Background: an optimization exercise with open tools, aiming at small area. Do not read the settings as production practice. Only simulation tests tie the RTL to the original design; equivalence was not proved. The flow treats the clock pin as an ideal source. Dropping or thinning the clock tree relies on that and would not hold on a real chip. Power figures rest on the tool's default switching activity, not on a simulated workload.

Setup of red:
==> flow/design.v <==
module direc (output1,secs_segments,changed,reset,clk);
output [13:0] secs_segments;
output [6:0] output1;
input changed;
input reset;
input clk;
reg       ph2;
reg [2:0] ph7;
reg [1:0] ph3;
wire scan_tick = ~ph2 & ph3[1];
wire sec_inc   = scan_tick & ph7[0];
always @(posedge clk)
if (!reset) begin
  ph2 <= 1'b0; ph7 <= 3'd0; ph3 <= 2'd0;
end else begin
  ph2 <= ~ph2;
  ph7 <= (ph7[2] & ph7[1]) ? 3'd0 : ph7 + 3'd1;
  ph3 <= {ph3[0], ~ph3[1] & ~ph3[0]};
end
reg [3:0] su, mu;
reg [2:0] st, mt;
wire su9 = su[3] & su[0];
wire st5 = st[2] & st[0];
wire mu9 = mu[3] & mu[0];
wire mt5 = mt[2] & mt[0];
wire s_wrap = sec_inc & su9 & st5;
wire e_st = sec_inc & su9;
wire e_mu = e_st & st5;
wire e_mt = e_mu & mu9;
always @(posedge clk)
if (!reset) begin
  su <= 4'd0; st <= 3'd0; mu <= 4'd0; mt <= 3'd0;
end else begin
  su[0] <= su[0] ^ sec_inc;
  su[1] <= su[1] ^ (sec_inc & su[0] & ~su[3]);
  su[2] <= su[2] ^ (sec_inc & su[0] & su[1]);
  su[3] <= su[3] ^ (sec_inc & su[0] & (su[3] | (su[1] & su[2])));
  st[0] <= st[0] ^ e_st;
  st[1] <= st[1] ^ (e_st & st[0] & ~st[2]);
  st[2] <= st[2] ^ (e_st & st[0] & (st[2] | st[1]));
  mu[0] <= mu[0] ^ e_mu;
  mu[1] <= mu[1] ^ (e_mu & mu[0] & ~mu[3]);
  mu[2] <= mu[2] ^ (e_mu & mu[0] & mu[1]);
  mu[3] <= mu[3] ^ (e_mu & mu[0] & (mu[3] | (mu[1] & mu[2])));
  mt[0] <= mt[0] ^ e_mt;
  mt[1] <= mt[1] ^ (e_mt & mt[0] & ~mt[2]);
  mt[2] <= mt[2] ^ (e_mt & mt[0] & (mt[2] | mt[1]));
end
reg [9:0] pos;
wire pos_end = pos[9] & pos[8] & pos[7] & pos[2];
wire [9:0] pos_t;
assign pos_t[0] = scan_tick;
genvar gi;
generate for (gi = 1; gi < 10; gi = gi + 1) begin : g_pos_t
  assign pos_t[gi] = scan_tick & (&pos[gi-1:0]);
end endgenerate
wire low = ~|pos[9:6];
wire [5:0] p = pos[5:0];
wire p1 = low & (p == 6'd1);
wire p5 = low & (p == 6'd5);
reg [1:0] ht;       
reg [3:0] hu;       
wire new_hour = (mt == 3'd0) & ~mu[3] & ~(mu[2] & mu[1]);
wire tens_carry = (hu[3] & hu[0]) | (ht[1] & hu[1] & hu[0]);
wire units_zero = (hu[3] & hu[0]) | (~ht[1] & ~ht[0] & ~hu[2] & hu[1] & hu[0] & ~mu[2]);
always @(posedge clk)
if (!reset) pos <= 10'd1;
else pos <= (pos ^ pos_t) & ~({3'b111, 4'b0000, 1'b1, 2'b00} & {10{scan_tick & pos_end}});
always @(posedge clk)
if (!reset) begin
  ht <= 2'd3; hu <= 4'd15;
end else if (scan_tick) begin
  if (p1 & new_hour & tens_carry) ht <= {~ht[1] & ht[0], ~ht[1] & ~ht[0]};
  if (p5 & new_hour) hu <= units_zero ? 4'd0 : hu + 4'd1;
end
function [6:0] seg;
input [3:0] d;
seg = d == 4'd0 ? 7'b0111111 :
      d == 4'd1 ? 7'b0000110 :
      d == 4'd2 ? 7'b1011011 :
      d == 4'd3 ? 7'b1001111 :
      d == 4'd4 ? 7'b1100110 :
      d == 4'd5 ? 7'b1101101 :
      d == 4'd6 ? 7'b1111101 :
      d == 4'd7 ? 7'b0000111 :
      d == 4'd8 ? 7'b1111111 :
      d == 4'd9 ? 7'b1101111 : 7'b0000000;
endfunction
wire [3:0] dig = p == 6'd2  ? {2'b00, ht} :
                 p == 6'd6  ? hu :
                 p == 6'd29 ? {1'b0, mt} :
                 p == 6'd35 ? mu :
                 p == 6'd58 ? {1'b0, st} :
                 p == 6'd63 ? su : 4'd15;
wire [6:0] tim = low ? seg(dig) : 7'b0000000;
reg [6:0] ecl;
always @(*) begin
  ecl = 7'b0000000;
  if (low & ~p[5] & p[1] & ~p[0])
    case (p[4:2])
      3'd0: ecl = 7'b1111001;
      3'd1: ecl = 7'b0111001;
      3'd2: ecl = 7'b0111000;
      3'd3: ecl = 7'b0110000;
      3'd4: ecl = 7'b1110011;
      3'd5: ecl = 7'b1101101;
      3'd6: ecl = 7'b1111011;
      default: ecl = 7'b0000000;
    endcase
end
assign output1 = changed ? ecl : tim;
assign secs_segments = {~(ht[1] & ht[0] ? 7'b0000000 : seg({2'b00, ht})), ~(hu[3] & hu[2] ? 7'b0000000 : seg(hu))};
endmodule
export LEC_CHECK = 0
export CAP_MARGIN = 20
export CORE_MARGIN = 2
export CORE_UTILIZATION = 40
export SLEW_MARGIN = 20
create_clock -name core_clock -period 5.0 [get_ports {clk}]
standard.sh (not shown) runs the stock make flow with config.mk's settings and CLKGATE_MAP_FILE= SYNTH_SCRIPT=/design/flow/synth_recipe.tcl, a recipe that flattens the netlist after the stock synthesis.
==> flow/flow/run.sh <==
#!/bin/bash
# Layout: the standard flow (standard.sh) with three changes:
# - synthesis maps the logic with three area-oriented ABC scripts and keeps the
#   smallest result (own_synth.tcl); flip-flops are mapped as standard;
# - the port buffers are buf_1;
# - in place of the clock tree, one clock buffer drives each of CLOCK_GROUPS
#   groups of flip-flops (one_clock_buffer.tcl).
# make's output goes to make_flow.log; each ORFS step keeps its log in orfs/logs.
set -euo pipefail
W=$(pwd)
export OWN_WORK=$W
export OWN_ABC_SCRIPTS="$W/flow/abc_a.abc $W/flow/abc_b.abc $W/flow/abc_c.abc"
export CLOCK_BUFFER=sky130_fd_sc_hd__clkbuf_4
export CLOCK_GROUPS=4
bash standard.sh \
  SYNTH_SCRIPT=$W/flow/own_synth.tcl \
  REMOVE_ABC_BUFFERS=1 \
  "BUFFER_PORTS_ARGS=-buffer_cell sky130_fd_sc_hd__buf_1" \
  PRE_CTS_TCL=$W/flow/one_clock_buffer.tcl \
  finish > $W/make_flow.log 2>&1
Other scripts of this flow, unchanged in this note and not shown: flow/flow/abc_a.abc, flow/flow/abc_b.abc, flow/flow/abc_c.abc, flow/flow/one_clock_buffer.tcl, flow/flow/own_synth.tcl
Relative to red, the following input files were edited for green:
diff --git a/flow/design.v b/flow/design.v
--- a/flow/design.v
+++ b/flow/design.v
@@ -23,38 +23,19 @@
 wire st5 = st[2] & st[0];
 wire mu9 = mu[3] & mu[0];
 wire mt5 = mt[2] & mt[0];
 wire s_wrap = sec_inc & su9 & st5;
-wire e_st = sec_inc & su9;
-wire e_mu = e_st & st5;
-wire e_mt = e_mu & mu9;
 always @(posedge clk)
 if (!reset) begin
   su <= 4'd0; st <= 3'd0; mu <= 4'd0; mt <= 3'd0;
 end else begin
-  su[0] <= su[0] ^ sec_inc;
-  su[1] <= su[1] ^ (sec_inc & su[0] & ~su[3]);
-  su[2] <= su[2] ^ (sec_inc & su[0] & su[1]);
-  su[3] <= su[3] ^ (sec_inc & su[0] & (su[3] | (su[1] & su[2])));
-  st[0] <= st[0] ^ e_st;
-  st[1] <= st[1] ^ (e_st & st[0] & ~st[2]);
-  st[2] <= st[2] ^ (e_st & st[0] & (st[2] | st[1]));
-  mu[0] <= mu[0] ^ e_mu;
-  mu[1] <= mu[1] ^ (e_mu & mu[0] & ~mu[3]);
-  mu[2] <= mu[2] ^ (e_mu & mu[0] & mu[1]);
-  mu[3] <= mu[3] ^ (e_mu & mu[0] & (mu[3] | (mu[1] & mu[2])));
-  mt[0] <= mt[0] ^ e_mt;
-  mt[1] <= mt[1] ^ (e_mt & mt[0] & ~mt[2]);
-  mt[2] <= mt[2] ^ (e_mt & mt[0] & (mt[2] | mt[1]));
+  if (sec_inc) su <= su9 ? 4'd0 : su + 4'd1;
+  if (sec_inc & su9) st <= st5 ? 3'd0 : st + 3'd1;
+  if (s_wrap) mu <= mu9 ? 4'd0 : mu + 4'd1;
+  if (s_wrap & mu9) mt <= mt5 ? 3'd0 : mt + 3'd1;
 end
 reg [9:0] pos;
 wire pos_end = pos[9] & pos[8] & pos[7] & pos[2];
-wire [9:0] pos_t;
-assign pos_t[0] = scan_tick;
-genvar gi;
-generate for (gi = 1; gi < 10; gi = gi + 1) begin : g_pos_t
-  assign pos_t[gi] = scan_tick & (&pos[gi-1:0]);
-end endgenerate
 wire low = ~|pos[9:6];
 wire [5:0] p = pos[5:0];
 wire p1 = low & (p == 6'd1);
 wire p5 = low & (p == 6'd5);
@@ -63,14 +44,12 @@
 wire new_hour = (mt == 3'd0) & ~mu[3] & ~(mu[2] & mu[1]);
 wire tens_carry = (hu[3] & hu[0]) | (ht[1] & hu[1] & hu[0]);
 wire units_zero = (hu[3] & hu[0]) | (~ht[1] & ~ht[0] & ~hu[2] & hu[1] & hu[0] & ~mu[2]);
 always @(posedge clk)
-if (!reset) pos <= 10'd1;
-else pos <= (pos ^ pos_t) & ~({3'b111, 4'b0000, 1'b1, 2'b00} & {10{scan_tick & pos_end}});
-always @(posedge clk)
 if (!reset) begin
-  ht <= 2'd3; hu <= 4'd15;
+  pos <= 10'd1; ht <= 2'd3; hu <= 4'd15;
 end else if (scan_tick) begin
+  pos <= pos_end ? 10'd1 : pos + 10'd1;
   if (p1 & new_hour & tens_carry) ht <= {~ht[1] & ht[0], ~ht[1] & ~ht[0]};
   if (p5 & new_hour) hu <= units_zero ? 4'd0 : hu + 4'd1;
 end
 function [6:0] seg;
Results
green against red: cell count grew by 3.5%, setup clock skew after layout held steady, multi-input logic cell count shrank by 1.1%, data arrival at the endpoint of the critical path grew by 350 ps, first-pass GRT wire length grew by 200 um. met1 demand-to-capacity share in global routing ended up 0.50 points higher on green than on red. Comparing green and red, the higher leakage power figure is on red. Cmp green vs red: worst slack at placement lower in green. Share of total power in the clock network sits lower in green than in red. Relative to red, met2 usage in global routing decreased by 0.91 points in green. Number of global-route vias before repair for green: about 1.8% up relative to red.
In every run of this note, the design's own scripts or RTL, not TritonCTS, make the clock network.

-- re-timing with driven ports --
In the flow no input, the clock included, has a driving cell. The finished layouts below were timed again as built, in two steps.
Step 1, drivers: a clkbuf_16 drives clk and a buf_2 each remaining input, both assumed.
Step 2, shift: input delay + t, output delay - t, t = (earliest + latest rising clock arrival at the registers) / 2. This alone moves slack from input paths to output paths.
Three values: no drivers, after step 1, after step 2; two values: the first two.
run	shift t [ns]	slack for setup (ns)	hold slack, ns	worst data-port slew with drivers (ns)
red	0.204	0.956 / 0.910 / 1.114	0.413 / 0.413 / 0.413	0.03
green	0.203	0.612 / 0.565 / 0.768	0.411 / 0.411 / 0.411	0.03
After both steps setup and hold are still met in every run listed.
